Background: an optimization exercise with open tools, aiming at small area, a short achievable clock period and few clock cycles. Do not read the settings as production practice.
The RTL was checked by simulation tests, not by an equivalence proof against the original design.
Power is estimated from default activity; no workload was simulated.

==> inputs of onyx <==
// lab9
module lab9(input clk,
            input reset,
            input give_valid,
            input [13:0] Intake,
            output [13:0] UpPrime,
            output [13:0] LowPrime,
            output reg out_valid);
reg [7:0] up_blk, low_blk;
reg [4:0] up_idx, low_idx;
reg low_lsb;
reg pend_up, pend_low;
wire busy = pend_up | pend_low;
assign UpPrime  = {up_blk, up_idx, 1'b1};
assign LowPrime = {low_blk, low_idx, low_lsb};
wire [7:0] nxt = (pend_up ? up_blk : low_blk) + (pend_up ? 8'd1 : {8{1'b1}});
wire [7:0] blk = busy ? nxt : Intake[13:6];
wire [5:0] off = Intake[5:0];
wire [31:0] word;
wire [15:0] row = 16'b1 << blk[7:4];
wire [15:0] t0_0 = 16'h1699;
wire [15:0] t0_1 = 16'h24c;
wire [15:0] t0_2 = 16'hc02;
wire [15:0] t0_3 = 16'h52;
wire [15:0] t0_4 = 16'h4a48;
wire [15:0] t0_5 = 16'h20a0;
wire [15:0] t0_6 = 16'h2048;
wire [15:0] t0_7 = 16'h1924;
wire [15:0] t0_8 = 16'ha0;
wire [15:0] t0_9 = 16'h452;
  ...
Settings: LEC_CHECK=0, CAP_MARGIN=20, CORE_MARGIN=2, CORE_UTILIZATION=40, SLEW_MARGIN=20; clock period 85.0 ns.
run.sh (not shown) runs the stock make flow with config.mk's settings and CLKGATE_MAP_FILE= SYNTH_SCRIPT=/design/flow/synth_recipe.tcl, a recipe that flattens the netlist after the stock synthesis.
==> juniper (differences from onyx) <==
==> flow/flow/run.sh (new file) <==
#!/bin/bash
# Standard ORFS layout, except that synthesis maps logic with ABC's area-oriented
# mapper (amap, repeated) instead of the delay-oriented one. The synthesis script is
# synth_recipe.tcl with only the abc command's -script argument replaced, so the
# registers are the standard synthesis's.
# Ports are buffered with the smallest buffer, sky130_fd_sc_hd__buf_1.
# Timing repair aims for 62.5 ns of setup slack, so that the critical paths are sped up
# (the constraints themselves are unchanged).
set -euo pipefail
here=$(pwd)
export MY_ABC_SCRIPT=$here/flow/abc_area.script
{
  cat <<'TCL'
proc abc {args} {
  set i [lsearch -exact $args -script]
  if {$i >= 0} { lset args [expr {$i + 1}] $::env(MY_ABC_SCRIPT) }
  yosys abc {*}$args
}
TCL
  cat synth_recipe.tcl
} > my_synth.tcl
bash standard.sh SYNTH_SCRIPT=$here/my_synth.tcl "BUFFER_PORTS_ARGS=-buffer_cell sky130_fd_sc_hd__buf_1" SETUP_SLACK_MARGIN=62.5 finish > $here/flow_make.log 2>&1
==> flow/flow/abc_area.script (new file) <==
strash
dch
amap
strash
dch
amap
strash
dch
amap
strash
dch
amap
strash
dch
amap
==> flow/standard.sh (new file) <==
#!/bin/bash
# synth_recipe.tcl (not shown) runs the flow's synth.tcl, then flattens the netlist and writes it again
# the make line also repeats each setting of config.mk as NAME=value (left out here)
make -C /OpenROAD-flow-scripts/flow DESIGN_CONFIG=/design/flow/config.mk WORK_HOME=/design/flow/orfs CLKGATE_MAP_FILE= SYNTH_SCRIPT=/design/flow/synth_recipe.tcl "${@:-finish}"
- CORE_UTILIZATION: 40 -> 30
removed: flow/run.sh
==> qor summary <==
                                                                        onyx         juniper
Largest net degree at the start of global routing                            66              50
Post-synth net total                                                       1400            1030
Final period utilization                                                  27.4%           26.5%
Critical Path RT                                                       85.03 ns        85.13 ns
Fraction of the mapped netlist area in compound gates                     47.6%           32.3%
Seq area share                                                            9.37%           12.6%
Reg2Reg Capture Point                                                low_idx[1]       out_valid
Comb pwr share                                                            83.0%           86.9%
Internal Power                                                       0.000113 W      0.000124 W
Switching power as a share of total power                                 63.4%           67.4%
Antenna violations before repair                                              8               1
Outcome                                                          finished clean  finished clean
Last weighted congestion value of the routability-driven placer            1.15            1.18
Critical path data arrival time                                        23.34 ns        22.63 ns
Post-synthesis mux area share                                             1.20%              0%
Met3 demand-to-capacity share in global routing                           28.7%           18.4%
Layout overhead on the synthesized area                                   9.11%           19.9%
Post-CTS resize count                                                         0              21
Transition at the pin with the smallest max-transition slack            1.31 ns         1.16 ns
Portion of total power attributed to sequential cells                     11.4%            8.6%
Fraction of the yosys area taken by sequential cells                      10.2%           15.1%
Delay of the slowest cell on the worst path                             1.09 ns         0.64 ns
Simple-gate portion of the synthesized area                               30.0%           43.4%
Placed cell count                                                          1614            1351
Clock tree skew after final layout                                   0.00737 ns      0.00886 ns
Testbench counts of onyx, summed over its fixed seeds: cycles 17,618.
Testbench counts of juniper, summed over its fixed seeds: cycles 17,618.

-- re-timing with driven ports --
In the flow no input, the clock included, has a driving cell. The finished layouts below were timed again as built, in two steps.
Step 1: set_driving_cell puts a clkbuf_16 on clk and a buf_2 on each other input, an assumption about the parent block.
Step 2 adds t to the input delays and takes it off the output delays; t is the mean of the earliest and latest rising clock arrival at the registers after step 1. Input paths then give back, and output paths get back, about the clock's delay inside the block.
Three values: ideal ports, drivers, drivers and shift; two values: the first two.
run | t, ns | setup slack, ns | worst hold slack (ns)
onyx | 0.318 | 61.692 / 61.694 / 61.376 | 0.942 / 0.942 / 0.942
juniper | 0.299 | 62.500 / 62.499 / 62.200 | 0.563 / 0.563 / 0.563
After both steps every run listed still meets setup and hold. The setup slack of onyx, which loses most, moves by +0.002 ns with the drivers and by -0.316 ns with both steps.
